This design comes from an exercise in tuning for small area on the open sky130 flow, not from production work. Function was checked by simulation only, so behaviour that the tests miss may differ from the original.

[flow/config.mk]
export PLATFORM = sky130hd
export DESIGN_NAME = SA
export DESIGN_NICKNAME = SA
export VERILOG_FILES = /design/flow/design.v
export SDC_FILE = /design/flow/constraint.sdc
export NUM_CORES = 4
export LEC_CHECK = 0
export CAP_MARGIN = 20
export CORE_MARGIN = 2
export CORE_UTILIZATION = 35
export PLACE_DENSITY = 0.55
export SLEW_MARGIN = 20
[flow/constraint.sdc]
create_clock -name core_clock -period 10.0 [get_ports {clk}]
set_input_delay 2.0000 -clock core_clock [delete_from_list [all_inputs] [get_ports {clk}]]
set_output_delay 2.0000 -clock core_clock [all_outputs]
set_load 0.01 [all_outputs]
[flow/design.v]
module Counter #(
    parameter COUNT_NUM = 4
    )
    (
    input   clk,
    input   rst_n,
    input   start_i,
    output  done_o
    );
    localparam COUNT_LG2 = $clog2(COUNT_NUM);
    localparam IDLE = 2'b00;
    localparam RUN  = 2'b01;
    localparam DONE = 2'b10;
    reg [1:0] c_state, n_state;
    reg [COUNT_LG2-1:0] cnt_num;
    always @(posedge clk, negedge rst_n) begin
        if (!rst_n) begin
            c_state <= IDLE;
        end else begin
            c_state <= n_state;
        end
    end
    always @(*) begin 
        n_state = c_state;   
        case (c_state)
            IDLE    : begin
                if (start_i) begin
                    n_state = RUN;
                end
            end
            RUN     : begin
                if (cnt_num==COUNT_NUM-1) begin
                    n_state = DONE;
                end
            end
            DONE    : begin
                n_state = IDLE;
            end
            default : begin
                n_state = IDLE;
            end
        endcase
    end
    always @(posedge clk, negedge rst_n) begin
        if (!rst_n) begin
            cnt_num <= {(COUNT_LG2){1'b0}};
        end else begin
            case (c_state)
                IDLE    : cnt_num <= {(COUNT_LG2){1'b0}};
                RUN     : cnt_num <= cnt_num + 'd1;
                DONE    : cnt_num <= {(COUNT_LG2){1'b0}};
                default : cnt_num <= {(COUNT_LG2){1'b0}};
            endcase
        end
    end
    assign done_o = (c_state==DONE);
endmodule
module PE #(
    parameter DATA_WIDTH = 8,
    parameter PSUM_WIDTH = 32
    )
    (
    input   clk,
    input   rst_n,
    input   [DATA_WIDTH-1:0]        ifmap_i,
    input   [DATA_WIDTH-1:0]        weight_i,
    input   [PSUM_WIDTH-1:0]        psum_i,
    input                           ifmap_en_i,
    input                           weight_en_i,
    input                           psum_en_i,
    output  [DATA_WIDTH-1:0]        ifmap_o,
    output  [DATA_WIDTH-1:0]        weight_o,
    output  [PSUM_WIDTH-1:0]        psum_o,
    output                          weight_en_o,
    output                          psum_en_o
    );
    reg     [DATA_WIDTH-1:0]        ifmap_r;
    reg     [DATA_WIDTH-1:0]        weight_r;
    reg     [PSUM_WIDTH-1:0]        psum_r;
    reg     [(DATA_WIDTH*2)-1:0]    product_r;       
    reg                             weight_en_r;
    reg                             psum_en_r;
    always @(posedge clk, negedge rst_n) begin
        if (!rst_n) begin
            weight_en_r <= 1'b0;
            psum_en_r   <= 1'b0;
        end else begin
            weight_en_r <= weight_en_i;
            psum_en_r   <= psum_en_i;
        end
    end
    always @(posedge clk, negedge rst_n) begin
        if (!rst_n) begin
            ifmap_r <= {(DATA_WIDTH){1'b0}};
        end
        else if (ifmap_en_i) begin
            ifmap_r <= ifmap_i;
        end
    end
    always @(posedge clk, negedge rst_n) begin
        if (!rst_n) begin
            weight_r <= {(DATA_WIDTH){1'b0}};
        end 
        else if (weight_en_i) begin
            weight_r <= weight_i;
        end
    end
    always @(posedge clk, negedge rst_n) begin
        if (!rst_n) begin
            psum_r <= {(PSUM_WIDTH){1'b0}};
        end
        else if (psum_en_i) begin
            psum_r <= psum_i;        
        end
    end
    always @(posedge clk, negedge rst_n) begin
        if (!rst_n) begin
            product_r <= {(DATA_WIDTH*2){1'b0}};
        end else if (weight_en_i) begin
            product_r <= ifmap_r * weight_i;
        end
    end
    assign psum_o = product_r + psum_r;
    assign ifmap_o  = ifmap_r;
    assign weight_o = weight_r;
    assign weight_en_o  = weight_en_r;
    assign psum_en_o    = psum_en_r;
endmodule
module SA #(
    parameter PE_SIZE       = 8,
    parameter DATA_WIDTH    = 8,
    parameter PSUM_WIDTH    = 32
    )
    (
    input clk,
    input rst_n,
    input   [DATA_WIDTH*PE_SIZE-1:0]    ifmap_row_i,
    input   [DATA_WIDTH*PE_SIZE-1:0]    weight_col_i,
    input   [PSUM_WIDTH*PE_SIZE-1:0]    psum_row_i,
    input                               ifmap_preload_i,
    input   [PE_SIZE-1:0]               weight_en_col_i,
    input   [PE_SIZE-1:0]               psum_en_row_i,
    output  [DATA_WIDTH*PE_SIZE-1:0]    ifmap_row_o,
    output  [DATA_WIDTH*PE_SIZE-1:0]    weight_col_o,
    output  [PSUM_WIDTH*PE_SIZE-1:0]    psum_row_o,
    output  [PE_SIZE-1:0]               weight_en_col_o,      
    output  [PE_SIZE-1:0]               psum_en_row_o       
    );
    wire    [DATA_WIDTH*PE_SIZE-1:0]    ifmap_row_w         [0:PE_SIZE];
    wire    [DATA_WIDTH*PE_SIZE-1:0]    weight_col_w        [0:PE_SIZE];
    wire    [PSUM_WIDTH*PE_SIZE-1:0]    psum_row_w          [0:PE_SIZE];
    wire                                ifmap_en_w;
    wire    [PE_SIZE-1:0]               weight_en_col_w     [0:PE_SIZE];
    wire    [PE_SIZE-1:0]               psum_en_row_w       [0:PE_SIZE];
    assign ifmap_row_w[0]       = ifmap_row_i;
    assign weight_col_w[0]      = weight_col_i;
    assign psum_row_w[0]        = psum_row_i;
    assign weight_en_col_w[0]   = weight_en_col_i;
    assign psum_en_row_w[0]     = psum_en_row_i;
    wire preload_done_w;
    Counter #(
        .COUNT_NUM ( PE_SIZE-1 )
    )u_Counter(
        .clk     ( clk              ),
        .rst_n   ( rst_n            ),
        .start_i ( ifmap_preload_i  ),
        .done_o  ( preload_done_w   )
    );
    reg preload_r;
    always @(posedge clk, negedge rst_n) begin
        if (!rst_n) begin
            preload_r <= 1'b0;
        end else if (ifmap_preload_i) begin
            preload_r <= 1'b1;
        end else if (preload_done_w) begin
            preload_r <= 1'b0;
        end
    end 
    assign ifmap_en_w = (!preload_done_w) & (ifmap_preload_i | preload_r);
    genvar j, k;
    generate
        for (j=0; j < PE_SIZE; j=j+1) begin : GEN_COL_PE
            for (k=0; k < PE_SIZE; k=k+1) begin : GEN_ROW_PE
                PE #(
                    .DATA_WIDTH(DATA_WIDTH),
                    .PSUM_WIDTH(PSUM_WIDTH)
                ) PE_INST (   
                    .clk            ( clk   ), 
                    .rst_n          ( rst_n ), 
                    .ifmap_i        ( ifmap_row_w    [k][DATA_WIDTH*(PE_SIZE-j)-1 -: DATA_WIDTH] ), 
                    .weight_i       ( weight_col_w   [j][DATA_WIDTH*(PE_SIZE-k)-1 -: DATA_WIDTH] ), 
                    .psum_i         ( psum_row_w     [k][PSUM_WIDTH*(PE_SIZE-j)-1 -: PSUM_WIDTH] ), 
                    .ifmap_en_i     ( ifmap_en_w ), 
                    .weight_en_i    ( weight_en_col_w[j][(PE_SIZE-k)-1] ), 
                    .psum_en_i      ( psum_en_row_w  [k][(PE_SIZE-j)-1] ), 
                    .ifmap_o        ( ifmap_row_w    [k+1][DATA_WIDTH*(PE_SIZE-j)-1 -: DATA_WIDTH] ), 
                    .weight_o       ( weight_col_w   [j+1][DATA_WIDTH*(PE_SIZE-k)-1 -: DATA_WIDTH] ), 
                    .psum_o         ( psum_row_w     [k+1][PSUM_WIDTH*(PE_SIZE-j)-1 -: PSUM_WIDTH] ), 
                    .weight_en_o    ( weight_en_col_w[j+1][(PE_SIZE-k)-1] ), 
                    .psum_en_o      ( psum_en_row_w  [k+1][(PE_SIZE-j)-1] )
                );
            end
        end
    endgenerate
    assign ifmap_row_o  = ifmap_row_w   [PE_SIZE];
    assign weight_col_o = weight_col_w  [PE_SIZE];
    assign psum_row_o   = psum_row_w    [PE_SIZE];
    assign weight_en_col_o  = weight_en_col_w   [PE_SIZE];
    assign psum_en_row_o    = psum_en_row_w     [PE_SIZE];
endmodule
[flow/run.sh]
#!/bin/bash
# synth_recipe.tcl (not shown) runs the flow's synth.tcl, then flattens the netlist and writes it again
# the make line also repeats each setting of config.mk as NAME=value (left out here)
make -C /OpenROAD-flow-scripts/flow DESIGN_CONFIG=/design/flow/config.mk WORK_HOME=/design/flow/orfs CLKGATE_MAP_FILE= SYNTH_SCRIPT=/design/flow/synth_recipe.tcl finish
==> results.py <==
metrics = {
    "status": {
        "status": "complete, no violations",
    },
    "timing": {
        "slew_viol_final": 0,
        "fin_skew_ns": 0.157,
        "slew-limit-headroom_pct": 18.4,
        "tns_ns": 0,
        "min_period_ns": 7.30,
        "layout_setup_ws_ns": 2.70,
        "final-setup-viol-count": 0,
        "fmax_mhz": 137,
        "tightest_slew_ns": 1.22,
        "rsz0062_at_grt": "no",
        "period_share_pct": 73.0,
        "hold_viol": 0,
    },
    "floorplan": {
        "start_util_pct": 35.1,
        "die_h_um": 998,
        "dieArea_um2": 996000,
        "core_um2": 986000,
        "rows": 365,
        "num_io_pins": 803,
        "die_width_um": 998,
    },
    "clock_network": {
        "cts_max_level": 6,
        "clk_path_buf_depth": 5,
        "root_buffer": "clkbuf_16",
        "clkLatencyLatePin_ns": 1.08,
        "numCtsBuffers": 555,
        "numClockSinks": 4230,
        "hold_buffers": 0,
        "cts_tree": "built",
        "postCtsSetupBuffers": 0,
        "post_cts_resized": 0,
        "clk_pin_slew_worst_paths_ns": 0.06,
    },
    "routing": {
        "dr.pass1.iters": 7,
        "final_antenna_net_count": 0,
        "wl_per_cell_um": 19.1,
        "drtIter0Drc": 14700,
        "viasPerCell": 5.03,
        "drc": 0,
        "num_vias": 243000,
        "routed_wl_um": 922000,
    },
    "placement": {
        "post_dp_cell_area_um2": 369000,
        "dp_slack_ns": 3.06,
        "gp_congestion": 0.869,
        "io_buffers": 802,
        "hpwl_um": 725000,
    },
    "global_route": {
        "grt_use_total_pct": 18.4,
        "grt_max_degree": 174,
        "grt_pass1_vias": 248000,
        "grt_pass1_wl_um": 1460000,
        "grt-ovfl-total": 0,
        "antenna_found_initial": 44,
    },
    "logic_synthesis": {
        "syn_nets": 40400,
        "ys_ff_latch": 4230,
        "synthDistinctLibCells": 116,
        "synth_edf_count": 0,
        "syn_avg_cell_area_um2": 10.1,
        "ys_warn_count": 3,
        "synthesis.area_um2": 346000,
        "synth-seq-area-share_pct": 30.6,
        "ys.flop_type": "dfrtp_1",
        "async_reset_ff_share_pct": 100,
        "syn_inst": 34300,
    },
    "cells_and_area": {
        "layout.nets": 41000,
        "drive_gt1_share_pct": 11.5,
        "synthToLayoutAreaGrowth_pct": 12.0,
        "stdcell_area_um2": 387000,
        "utilization_pct": 39.3,
        "layout_commonest_cell": "dfrtp_1",
        "mostFrequentLayoutCells": "dfrtp_1 (4,194), inv_1 (3,913), ha_1 (3,330)",
        "n_fill_cell": 96900,
    },
    "run": {
        "maxCapViolCount": 0,
    },
    "setup_path": {
        "crit_path_start_kind": "flop",
        "cp.required_ns": 8.00,
        "critPathCaptureType": "output pin",
        "crit_path_max_fanout": 6,
        "crit_type": "reg2out",
        "crit_arrival_ns": 5.30,
    },
    "worst_hold_path": {
        "hold_path_class": "reg2reg",
    },
}
worst paths after layout:
check                      slack [ns]  cells past startpoint                                                         end                                                          from
max reg2reg                      5.01                     16                                                        flop   GEN_COL_PE[0].GEN_ROW_PE[3].PE_INST.weight_r[3]$_DFFE_PN0P_
min                              0.43                      1                            u_Counter.c_state[0]$_DFFE_PN0P_                              u_Counter.c_state[1]$_DFFE_PN0P_
min reg2reg                      0.43                      1                            u_Counter.c_state[0]$_DFFE_PN0P_                              u_Counter.c_state[1]$_DFFE_PN0P_
min in group asynchronous        0.81                      1  GEN_COL_PE[0].GEN_ROW_PE[0].PE_INST.ifmap_r[4]$_DFFE_PN0P_                                                         rst_n
max in group asynchronous        6.63                      3   GEN_COL_PE[4].GEN_ROW_PE[5].PE_INST.weight_en_r$_DFF_PN0_                                                         rst_n
max                              2.70                     11                                              psum_row_o[91]  GEN_COL_PE[5].GEN_ROW_PE[7].PE_INST.product_r[1]$_DFFE_PN0P_
cell families after synthesis:
logic type      synth area share, %
xor+xnor                       6.37
simple gates                   13.9
buf+inv                        5.23
mux                            9.33
flops                          30.6
fa+ha+maj                      25.7
compound gates                 8.86
state kept, by name (all words and copies together) (netlist names):
name	flops
preload_r	1
u_Counter.cnt_num	3
GEN_COL_PE.GEN_ROW_PE.PE_INST.psum_en_r	64
GEN_COL_PE.GEN_ROW_PE.PE_INST.ifmap_r	512
u_Counter.c_state	2
GEN_COL_PE.GEN_ROW_PE.PE_INST.psum_r	2048
GEN_COL_PE.GEN_ROW_PE.PE_INST.weight_r	512
GEN_COL_PE.GEN_ROW_PE.PE_INST.product_r	1024
GEN_COL_PE.GEN_ROW_PE.PE_INST.weight_en_r	64
per-layer routing:
layer / track usage [%] / share of wire [%] / up-vias
met5: 0 / 0.020 / -
met4: 4.67 / 2.7 / 28
met3: 2.14 / 4.0 / 1015
met2: 27.6 / 43 / 4098
met1: 28.0 / 51 / 123000
li1: - / - / 116000
final cells by class:
type	count	area [um^2]	share of cell area, %
clock buffers	756	15800	4.09
well taps	13000	16300	4.21
diodes	31	77.6	0.0200
multi-input cells	25200	222000	57.3
flip-flops and latches	4230	106000	27.3
clock inverters	225	2880	0.743
repair buffers	971	9630	2.49
inverters	3920	14700	3.80
stage by stage:
| step | instances | hold WS (ns) |
|---|---|---|
| after floorplan | 34300 | 0.352 |
| after global placement | 47400 | 0.415 |
| after detailed placement | 47400 | 0.424 |
| after CTS | 48400 | 0.435 |
| after global routing | 48400 | 0.441 |
| final | 48400 | 0.435 |
synthesized netlist by cell type, types with 60 or more instances:
master	instances	area, um^2
mux2_2	2765	31100
a31o_2	84	736
a211oi_1	116	871
nor2b_1	249	1560
nand2b_1	138	863
nand4_1	170	1060
dfrtp_1	4230	106000
a21o_1	667	5010
a21oi_1	2060	10300
mux2i_1	112	1120
buf_1	82	308
and2_1	3327	20800
inv_1	3913	14700
o21ai_0	660	3300
and3_1	330	2060
o211ai_1	76	571
ha_1	3330	41700
a41oi_1	68	596
o31ai_1	60	450
o21a_1	162	1220
xor2_1	783	6860
nor3_1	380	1900
o21bai_1	271	2030
nand3_1	610	3050
a31oi_1	126	788
clkbuf_1	765	2870
nand2_1	1864	7000
xnor2_1	1735	15200
fa_1	2368	47400
nor3b_1	60	450
or3_1	104	651
nor2_1	1803	6770
worst max-delay path, stage by stage, from the launching register on:
cell	delay [ns]
dfrtp_1	0.38
ha_1	0.29
a21o_1	0.11
a21oi_1	0.08
o21ai_0	0.18
a21oi_1	0.15
a2111oi_0	0.61
o21ai_0	0.24
a21oi_1	0.53
nand2_1	0.14
xnor2_1	0.66
clkdlybuf4s50_1	0.91

-- port drivers added, routing unchanged --
In the flow no input, the clock included, has a driving cell. The finished layout below was timed again as built, in two steps.
Step 1 sets driving cells, clkbuf_16 on the clock port and buf_2 on the other inputs (assumed; they add their load-dependent delay and slew).
Step 2 times the ports against the registers' clock, not the clock port: input delays grow and output delays shrink by t, the midpoint of the rising clock arrivals with the driver on.
a / b / c = ideal / step 1 / step 2; a / b = the first two.
t (ns): 1.157
setup WS [ns]: 2.700 / 2.544 / 3.088
latest minus earliest clock arrival (ns): 0.159 / 0.158
slew at the worst register clock pin (ns): 0.07 / 0.07
After both steps this run still meets setup and hold. For this run, drivers alone change the setup slack by -0.156 ns; drivers and shift together by +0.388 ns.
